This is an optimization exercise on Yosys and OpenROAD, whose aim is small area and a short achievable clock period, not a production implementation. In this exercise RTL edits were held to simulation tests only and were not proved equivalent to the original.

==> design/flow/design.v <==
`timescale 1ns / 1ps
module HFT_ALPHA_CORE #(
    parameter DATA_W        = 32,
    parameter Q_SCALE       = 16, 
    parameter ALPHA_12      = 10181, 
    parameter ALPHA_26      = 4854,  
    parameter ALPHA_9       = 13107, 
    parameter STOP_LOSS_PTS = 50     
)(
    input wire clk,
    input wire reset,
    input wire valid_tick,
    input wire [DATA_W-1:0] raw_price, 
    input wire [31:0] volume,
    output reg [1:0] order_signal, 
    output reg order_valid
);
    reg signed [47:0] price_q; 
    reg first_run;
    always @(posedge clk or posedge reset) begin
        if (reset)
            price_q <= 0;
        else if (valid_tick)
            price_q <= $signed(raw_price) <<< Q_SCALE; 
    end
    reg signed [47:0] ema_12, ema_26, ema_9_sig;
    reg signed [47:0] macd_line;
    reg signed [47:0] histogram;
    reg signed [47:0] diff_12, diff_26, diff_9;
    reg signed [47:0] prod_12, prod_26, prod_9;
    always @(posedge clk or posedge reset) begin
        if (reset) begin
            ema_12    <= 0;
            ema_26    <= 0;
            diff_12   <= 0;
            diff_26   <= 0;
            prod_12   <= 0;
            prod_26   <= 0;
            first_run <= 1;
        end 
        else if (valid_tick) begin
            if (first_run) begin
                ema_12    <= $signed(raw_price) <<< Q_SCALE;
                ema_26    <= $signed(raw_price) <<< Q_SCALE;
                first_run <= 0;
            end else begin
                diff_12 <= price_q - ema_12;
                diff_26 <= price_q - ema_26;
                prod_12 <= (diff_12 * $signed(ALPHA_12)) >>> Q_SCALE;
                prod_26 <= (diff_26 * $signed(ALPHA_26)) >>> Q_SCALE;
                ema_12 <= ema_12 + prod_12;
                ema_26 <= ema_26 + prod_26;
            end
        end
    end
    always @(posedge clk or posedge reset) begin
        if (reset) begin
            macd_line <= 0;
            diff_9    <= 0;
            prod_9    <= 0;
            ema_9_sig <= 0;
            histogram <= 0;
        end
        else begin
            macd_line <= ema_12 - ema_26;
            diff_9    <= macd_line - ema_9_sig;
            prod_9    <= (diff_9 * $signed(ALPHA_9)) >>> Q_SCALE;
            ema_9_sig <= ema_9_sig + prod_9;
            histogram <= macd_line - ema_9_sig;
        end
    end
    reg [1:0] current_position; 
    reg signed [31:0] entry_price;
    wire signed [31:0] current_price_int;
    assign current_price_int = raw_price; 
    always @(posedge clk or posedge reset) begin
        if (reset) begin
            order_signal <= 0;
            order_valid <= 0;
            current_position <= 0;
            entry_price <= 0;
        end
        else if (valid_tick) begin
            order_valid <= 1'b1;
            order_signal <= 2'b00; 
            if (current_position == 1) begin 
                if ((entry_price - current_price_int) >= STOP_LOSS_PTS) begin
                    order_signal <= 2'b11; 
                    current_position <= 0;
                end
            end
            else if (current_position == 2) begin 
                if ((current_price_int - entry_price) >= STOP_LOSS_PTS) begin
                    order_signal <= 2'b11; 
                    current_position <= 0;
                end
            end
            if (order_signal == 2'b00) begin
                if (histogram > 0 && current_position == 0) begin
                    order_signal <= 2'b01; 
                    current_position <= 1;
                    entry_price <= current_price_int;
                end
                else if (histogram < 0 && current_position == 0) begin
                    order_signal <= 2'b10; 
                    current_position <= 2;
                    entry_price <= current_price_int;
                end
                else if (current_position == 1 && histogram < 0) begin
                    order_signal <= 2'b10; 
                    current_position <= 0;
                end
                else if (current_position == 2 && histogram > 0) begin
                    order_signal <= 2'b01; 
                    current_position <= 0;
                end
            end
        end
        else begin
            order_valid <= 0;
        end
    end
endmodule
==> design/flow/run.sh <==
#!/bin/bash
# synth_recipe.tcl (not shown) runs the flow's synth.tcl, then flattens the netlist and writes it again
# the make line also repeats each setting of config.mk as NAME=value (left out here)
make -C /OpenROAD-flow-scripts/flow DESIGN_CONFIG=/design/flow/config.mk WORK_HOME=/design/flow/orfs CLKGATE_MAP_FILE= SYNTH_SCRIPT=/design/flow/synth_recipe.tcl finish
==> design/flow/config.mk <==
export PLATFORM = sky130hd
export DESIGN_NAME = HFT_ALPHA_CORE
export DESIGN_NICKNAME = HFT_ALPHA_CORE
export VERILOG_FILES = /design/flow/design.v
export SDC_FILE = /design/flow/constraint.sdc
export NUM_CORES = 4
export LEC_CHECK = 0
export CAP_MARGIN = 20
export CORE_MARGIN = 2
export CORE_UTILIZATION = 40
export SLEW_MARGIN = 20
==> design/flow/constraint.sdc <==
create_clock -name core_clock -period 6.5 [get_ports {clk}]
set_input_delay 1.3000 -clock core_clock [delete_from_list [all_inputs] [get_ports {clk}]]
set_output_delay 1.3000 -clock core_clock [all_outputs]
set_load 0.01 [all_outputs]
==> results.py, run 1 <==
metrics = {
    "outcome": {
        "status": "timing/DRC/antenna clean",
    },
    "finish": {
        "synthToLayoutAreaGrowth_pct": 10.35,
        "stdcell_count": 9039,
        "final_area_sq_um": 69520,
        "fillerInstances": 15060,
        "drive_above_1_share_pct": 6.661,
        "num-nets-final": 8603,
        "antenna_cells": 0,
    },
    "place": {
        "port_buffers": 37,
        "dpl.hpwl_mm": 132.0,
        "dp.cells": 8903,
        "post_dp_cell_area_sq_um": 66790,
        "place_congestion": 0.9177,
    },
    "yosys": {
        "synth_top_family_by_area": "adder cells",
        "yosysUniqueCellTypes": 106,
        "synth-main-ff-cell": "dfrtp_1",
        "synth_area_sq_um": 63000,
        "yosysMostFrequentCell": "inv_1",
        "ys_ff_latch": 501,
        "yosys.area_share.xor_xnor_pct": 6.201,
        "ys_seq_area_share_pct": 19.90,
        "yosys-top-cells-area": "fa_1 22%, dfrtp_1 20%, ha_1 18%",
        "ys_top_cells_by_count": "1271 x inv_1, 922 x ha_1, 684 x fa_1",
        "synthSimpleGateAreaFrac_pct": 9.118,
        "synth_area_leader_cell": "fa_1",
        "synth_fp_nets": 8438,
        "synth_compound_area_share_pct": 15.60,
        "synth_fa_ha_area_share_pct": 40.05,
        "synthArstFlopShare_pct": 100.0,
        "synth_edf_count": 0,
        "postSynthAreaPerCell_sq_um": 9.312,
        "synthMuxAreaShare_pct": 0.7388,
        "synth_top_area_share_pct": 21.74,
        "syn_inst": 6765,
        "ys_warn_count": 1,
    },
    "routing": {
        "drtIter0Drc": 2428,
        "viasPerCell": 5.227,
        "drc": 0,
        "first_pass_iters": 5,
        "wl_per_cell_um": 17.70,
        "routed_wl_mm": 160.0,
        "vias": 47240,
        "drt.antenna.violating_nets": 0,
    },
    "critical_path": {
        "cp_slowest_cell": "fa_1",
        "rr_worst_depth": 25,
        "critPathTopFamily": "adder cells",
        "crit_top_cell": "inv_1",
        "slowest_delay_ps": 540,
        "path_depth": 25,
        "setup.worst_path.start_class": "register",
        "path_max_fanout": 5,
        "worstPathRequired_ps": 7020,
        "worstSetupPathType": "reg2reg",
        "arrival_ps": 6740,
        "cp-end-kind": "register",
        "path_buf_inv": 6,
    },
    "clock_network": {
        "insertion_delay_ps": 660,
        "cts.path.max_buffers": 3,
        "cts_tree": "yes",
        "path_clk_slew_ps": 60,
        "cts_sinks": 501,
        "h-tree-depth": 3,
        "numCtsBuffers": 67,
        "clock-root-buffer": "clkbuf_16",
    },
    "floorplanning": {
        "core_sq_um": 156400,
        "fp.dieH_um": 400.9,
        "io_pins": 70,
        "dieArea_sq_um": 160700,
        "rows": 145,
        "die_w_um": 400.9,
        "start_util_pct": 40.28,
    },
    "timing": {
        "final-hold-violation-count": 0,
        "worst_hold_slack_ps": 468.6,
        "drv_slew": 0,
        "tns_ps": 0,
        "fmax_mhz": 160.6,
        "min_period_ps": 6228,
        "fin_worst_skew_ps": 31.57,
        "tightest_slew_ps": 1019,
        "fin_crit_sh_pct": 95.82,
        "relSlewSlack_pct": 32.07,
        "setup_viol_count_final": 0,
    },
    "global_routing": {
        "grt_pass1_vias": 49330,
        "antenna_found_initial": 2,
        "track_usage_pct": 20.18,
        "grt_pass1_wl_mm": 263.2,
        "grt_overflow_total": 0,
        "grt_max_degree": 157,
    },
    "min_path": {
        "hold_path_depth": 1,
        "hp-class": "reg2reg",
    },
    "job": {
        "maxCapViolCount": 0,
    },
}
final cells by class:
cell class | count | area [sq um] | share of cell area (%)
clock inverters | 27 | 244.0 | 0.3510
repair buffers | 220 | 1821 | 2.619
clock buffers | 93 | 1988 | 2.860
well taps | 2058 | 2575 | 3.704
multi-input cells | 4869 | 45550 | 65.52
inverters | 1271 | 4775 | 6.868
flip-flops and latches | 501 | 12560 | 18.07
metal layers:
metal / wire (um) / track usage, % / vias to the layer above
met2: 75690 / 33.93 / 878
met5: 0 / 0 / -
met3: 5776 / 1.862 / 199
met4: 3453 / 5.084 / 0
li1: - / - / 22940
met1: 75080 / 27.93 / 23220
path summary, 6_finish.rpt:
kind,startpoint,endpoint,slack (ps)
worst max register to register,histogram[12]$_DFF_PP0_,prod_9[31]$_DFF_PP0_,270
max in group asynchronous,reset,diff_12[10]$_DFFE_PP0P_,3850
worst min register to register,prod_9[0]$_DFF_PP0_,ema_9_sig[0]$_DFF_PP0_,470
worst min-delay path,prod_9[0]$_DFF_PP0_,ema_9_sig[0]$_DFF_PP0_,470
min in group asynchronous,reset,price_q[42]$_DFFE_PP0P_,990
worst max-delay path,histogram[12]$_DFF_PP0_,prod_9[31]$_DFF_PP0_,270
through the flow:
step	util, %	worst slack [ps]
6_report	44.45	271.5
5_1_grt	44.45	-20.59
4_1_cts	44.15	32.24
3_5_place_dp	42.71	-206.9
3_3_place_gp	42.71	-211.3
2_1_floorplan	-	-1598
sequential cells by signal, summed over array words and instances, names as in the netlist:
name / flops
price_q: 32
entry_price: 32
prod_9: 32
ema_9_sig: 48
order_signal: 2
prod_12: 32
diff_26: 47
prod_26: 32
histogram: 48
first_run: 1
ema_26: 48
current_position: 2
order_valid: 1
ema_12: 48
diff_12: 48
macd_line: 48
timing repair:
| item | 4_1_cts | 5_1_grt |
|---|---|---|
| buffers inserted | 0 | 16 |
| gates resized for setup | 5 | 83 |
| hold buffers | 0 | 0 |
| endpoints found under the setup margin | 5 | 17 |
| pin swaps | 0 | 21 |
cell families after synthesis:
logic type                 after synthesis
adders and majority gates             1606
AOI/OAI and AO/OA                     1551
buffers and inverters                 1395
and+or+nand+nor                       1224
DFF                                    501
xor gates and xnor gates               446
muxes                                   42
placed cells by master, fill, tap and decap left out, types with 197 or more instances in the layout:
| master | instances |
|---|---|
| fa_1 | 676 |
| ha_1 | 897 |
| a21o_1 | 197 |
| xnor2_1 | 296 |
| nand2_1 | 483 |
| a21oi_1 | 371 |
| dfrtp_1 | 479 |
| o21ai_0 | 441 |
| nor2_1 | 267 |
| inv_1 | 1262 |
==> run 2, diff against run 1 <==
==> design/flow/design.v (replaced) <==
`timescale 1ns / 1ps
module HFT_ALPHA_CORE #(
    parameter DATA_W        = 32,
    parameter Q_SCALE       = 16,
    parameter ALPHA_12      = 10181,
    parameter ALPHA_26      = 4854,
    parameter ALPHA_9       = 13107,
    parameter STOP_LOSS_PTS = 50
)(
    input wire clk,
    input wire reset,
    input wire valid_tick,
    input wire [DATA_W-1:0] raw_price,
    input wire [31:0] volume,
    output reg [1:0] order_signal,
    output reg order_valid
);
    reg [31:0] price_q;
    reg        first_run;
    reg [47:0] ema_12, ema_26, ema_9;
    reg [47:0] diff_12, diff_26;
    reg [31:0] prod_12, prod_26, prod_9;
    reg [47:0] macd_line;
    reg [47:0] hist;         
    wire [47:0] m12 = (diff_12 << 13) + (diff_12 << 11) - (diff_12 << 6) + (diff_12 << 2) + diff_12;
    wire [47:0] m26 = (diff_26 << 12) + (diff_26 << 9) + (diff_26 << 8) - (diff_26 << 3) - (diff_26 << 1);
    wire [47:0] m9  = (hist << 14) - (hist << 12) + (hist << 10) - (hist << 8)
                    + (hist << 6) - (hist << 4) + (hist << 2) - hist;
    wire [31:0] add_12 = valid_tick ? prod_12 : 32'd0;
    wire [31:0] add_26 = valid_tick ? prod_26 : 32'd0;
    wire [47:0] sum_12 = ema_12 + {{16{add_12[31]}}, add_12};
    wire [47:0] sum_26 = ema_26 + {{16{add_26[31]}}, add_26};
    wire [47:0] load   = (valid_tick && first_run) ? {raw_price, 16'd0} : 48'd0;
    always @(posedge clk or posedge reset) begin
        if (reset) begin
            price_q   <= 0;
            first_run <= 1;
            ema_12    <= 0;
            ema_26    <= 0;
            diff_12   <= 0;
            diff_26   <= 0;
            prod_12   <= 0;
            prod_26   <= 0;
        end else begin
            ema_12 <= sum_12 | load;
            ema_26 <= sum_26 | load;
            if (valid_tick) begin
                first_run <= 1'b0;
                price_q   <= raw_price;
                diff_12   <= {price_q, 16'd0} - ema_12;
                diff_26   <= {price_q, 16'd0} - ema_26;
                prod_12   <= m12[47:16];
                prod_26   <= m26[47:16];
            end
        end
    end
    always @(posedge clk or posedge reset) begin
        if (reset) begin
            macd_line <= 0;
            hist      <= 0;
            prod_9    <= 0;
            ema_9     <= 0;
        end else begin
            macd_line <= ema_12 - ema_26;
            hist      <= macd_line - ema_9;
            prod_9    <= m9[47:16];
            ema_9     <= ema_9 + {{16{prod_9[31]}}, prod_9};
        end
    end
    reg [1:0] current_position;
    reg [31:0] entry_price;
    wire [31:0] d_long  = entry_price - raw_price;
    wire [31:0] d_short = raw_price - entry_price;
    wire stop_long  = $signed(d_long)  >= STOP_LOSS_PTS;
    wire stop_short = $signed(d_short) >= STOP_LOSS_PTS;
    wire h_pos = !hist[47] && (hist != 48'd0);
    wire h_neg = hist[47];
    always @(posedge clk or posedge reset) begin
        if (reset) begin
            order_signal     <= 0;
            order_valid      <= 0;
            current_position <= 0;
        end else if (valid_tick) begin
            order_valid  <= 1'b1;
            order_signal <= 2'b00;
            if (current_position == 1) begin
                if (stop_long) begin
                    order_signal     <= 2'b11;
                    current_position <= 0;
                end
            end else if (current_position == 2) begin
                if (stop_short) begin
                    order_signal     <= 2'b11;
                    current_position <= 0;
                end
            end
            if (order_signal == 2'b00) begin
                if (h_pos && current_position == 0) begin
                    order_signal     <= 2'b01;
                    current_position <= 1;
                end else if (h_neg && current_position == 0) begin
                    order_signal     <= 2'b10;
                    current_position <= 2;
                end else if (current_position == 1 && h_neg) begin
                    order_signal     <= 2'b10;
                    current_position <= 0;
                end else if (current_position == 2 && h_pos) begin
                    order_signal     <= 2'b01;
                    current_position <= 0;
                end
            end
        end else begin
            order_valid <= 1'b0;
        end
    end
    always @(posedge clk) begin
        if (valid_tick && order_signal == 2'b00 && current_position == 0 && hist != 48'd0)
            entry_price <= raw_price;
    end
endmodule
==> results.py, run 2 <==
metrics = {
    "finish": {
        "seqCellArea_sq_um": 12700,
        "final_area_sq_um": 55330,
        "stdcell_count": 7029,
        "finalCoreUtilization_pct": 44.01,
        "fillerInstances": 12030,
        "most-common-layout-cells": "604 x inv_1, 562 x ha_1, 468 x dfrtp_1",
        "synthToLayoutAreaGrowth_pct": 8.998,
        "multi_input_comb_area_sq_um": 35440,
        "final_common_cell": "inv_1",
        "drive_above_1_share_pct": 5.448,
        "num-nets-final": 6413,
    },
    "yosys": {
        "synth_area_sq_um": 50770,
        "synth_edf_count": 32,
        "synth_area_leader_cell": "dfrtp_1",
        "synth-main-ff-cell": "dfrtp_1",
        "syn_inst": 5275,
        "yosysMostFrequentCell": "inv_1",
        "ys_top_cells_by_count": "606 x inv_1, 562 x ha_1, 468 x dfrtp_1",
        "synthArstFlopShare_pct": 93.61,
        "ys_warn_count": 1,
        "ys_seq_area_share_pct": 25.01,
        "synth_top_area_share_pct": 23.07,
        "synth_fp_nets": 6359,
        "yosysUniqueCellTypes": 92,
        "yosys-top-cells-area": "dfrtp_1 23%, fa_1 18%, ha_1 14%",
        "ys_ff_latch": 501,
        "postSynthAreaPerCell_sq_um": 9.624,
    },
    "critical_path": {
        "path_max_fanout": 6,
        "cp-end-kind": "register",
        "setup.worst_path.start_class": "register",
        "rr_worst_depth": 18,
        "worstPathRequired_ps": 7080,
        "arrival_ps": 6400,
        "worstSetupPathType": "reg2reg",
    },
    "min_path": {
        "hold_path_depth": 1,
        "hp-class": "reg2reg",
    },
    "place": {
        "post_dp_cell_area_sq_um": 53280,
        "dpl.hpwl_mm": 105.7,
        "port_buffers": 37,
        "dp.cells": 6916,
        "place_congestion": 0.9087,
    },
    "floorplanning": {
        "die_w_um": 360.3,
        "start_util_pct": 40.38,
        "dieArea_sq_um": 129800,
        "core_sq_um": 125700,
        "rows": 130,
        "fp.dieH_um": 360.3,
        "io_pins": 70,
    },
    "clock_network": {
        "clock-root-buffer": "clkbuf_16",
        "h-tree-depth": 2,
        "cts.path.max_buffers": 3,
        "post-cts-setup-buffer-count": 0,
        "insertion_delay_ps": 670,
        "cts_sinks": 501,
        "cts_tree": "yes",
        "hold_buffers": 0,
        "path_clk_slew_ps": 60,
        "cts.repair.resized": 0,
        "numCtsBuffers": 61,
    },
    "routing": {
        "viasPerCell": 5.381,
        "wl_per_cell_um": 18.48,
        "drtIter0Drc": 2193,
        "vias": 37830,
        "drt.antenna.violating_nets": 0,
        "first_pass_iters": 6,
        "drc": 0,
        "routed_wl_mm": 129.9,
    },
    "global_routing": {
        "grt_overflow_total": 0,
        "grt_pass1_vias": 38440,
        "grt_pass1_wl_mm": 208.1,
        "grt_max_degree": 161,
        "track_usage_pct": 20.01,
        "antenna_found_initial": 0,
    },
    "timing": {
        "rsz0062_at_grt": "false",
        "final-hold-violation-count": 0,
        "drv_slew": 0,
        "tightest_slew_ps": 1009,
        "fin_crit_sh_pct": 89.52,
        "tns_ps": 0,
        "fmax_mhz": 171.9,
        "setup_viol_count_final": 0,
        "relSlewSlack_pct": 32.73,
        "min_period_ps": 5819,
        "fin_worst_skew_ps": 25.07,
    },
    "outcome": {
        "status": "timing/DRC/antenna clean",
    },
    "job": {
        "maxCapViolCount": 0,
    },
}
[run 2: cell types whose count changed in the layout (fill, tap and decap cells not counted), sizes merged, moves of 60 or more]
cell,previous run,this run
o21ai,464,276
and2,22,82
fa,684,455
nand2,486,350
inv,1274,608
ha,922,562
buf,184,51
[run 2: final cells by class]
type | instances | share of cell area, %
Antenna cell | 1 | 0.004522
Clock buffer | 84 | 3.064
Clock inverter | 28 | 0.6399
Inverter | 607 | 4.124
Multi-Input combinational cell | 4071 | 64.04
Sequential cell | 501 | 22.95
Tap cell | 1650 | 3.731
Timing Repair Buffer | 87 | 1.447
[run 2: per-layer routing]
metal | track usage (%) | share of wire [%] | wire [um] | vias to the layer above
met5 | 0 | 0 | 0 | -
met4 | 4.663 | 2.3 | 3039 | 0
met3 | 2.283 | 4.1 | 5266 | 191
li1 | - | - | - | 18320
met2 | 33.04 | 46 | 60300 | 742
met1 | 28.08 | 47 | 61300 | 18570
[run 2: final timing paths]
path	slack [ps]	to	start
hold / removal	470	prod_26[5]$_DFFE_PP0P_	prod_26[5]$_DFFE_PP0P_
setup / recovery	680	prod_9[25]$_DFF_PP0_	hist[4]$_DFF_PP0_
hold reg to reg	470	prod_26[5]$_DFFE_PP0P_	prod_26[5]$_DFFE_PP0P_
min in group asynchronous	1040	diff_12[17]$_DFFE_PP0P_	reset
setup reg to reg	680	prod_9[25]$_DFF_PP0_	hist[4]$_DFF_PP0_
max in group asynchronous	4190	ema_26[8]$_DFF_PP0_	reset
[run 2: cells by family after synthesis]
kind of cell / count (synthesis) / synth area share (%)
fa+ha+maj: 1017 / 31.79
mux: 104 / 2.282
compound gates: 1324 / 16.71
xor+xnor: 426 / 7.350
simple gates: 1200 / 11.65
flops: 501 / 25.01
buf+inv: 703 / 5.203
[run 2: worst max-delay path, stage by stage, from the launching register on]
cell and delay (ps):
dfrtp_1 380, inv_1 280, fa_1 500, fa_1 520, fa_1 490, inv_1 40
ha_1 270, ha_1 190, or4_1 520, a221oi_1 280, o31ai_1 250, o21ai_1 180
nand2_1 160, a221o_1 400, a41o_1 290, o41a_1 370, a211o_1 300, a21oi_1 180
xnor2_1 140
[run 2: per-stage QoR]
stage	hold WS (ps)	setup slack, ps
floorplan	443.0	-1150
global placement	455.9	593.2
detailed placement	462.4	580.1
CTS	476.6	593.0
global route	489.5	289.0
finish	472.8	681.0

-- port drivers added, routing unchanged --
How much do the figures lean on ideal ports? The routed layouts below were timed once more, with nothing changed but the port constraints. Step 1 assumes that a clkbuf_16 drives the clock port and a buf_2 every other input. Step 2 moves the port delays by t, midway between the first and last clock arrival at a register: inputs arrive t later, outputs are due t later. That takes back most of the time a late clock gives input paths. a / b / c = ideal ports / drivers / drivers and shift; a / b = the first two.
run	t (ns)	setup WS [ns]	worst register clock-pin slew, ns
run 1	0.722	0.272 / 0.272 / 0.272	0.07 / 0.07
run 2	0.728	0.681 / 0.681 / 0.514	0.06 / 0.06
After both steps setup and hold are still met in every run listed. For run 2, which loses most, drivers alone change the setup slack by 0.000 ns; drivers and shift together by -0.167 ns.
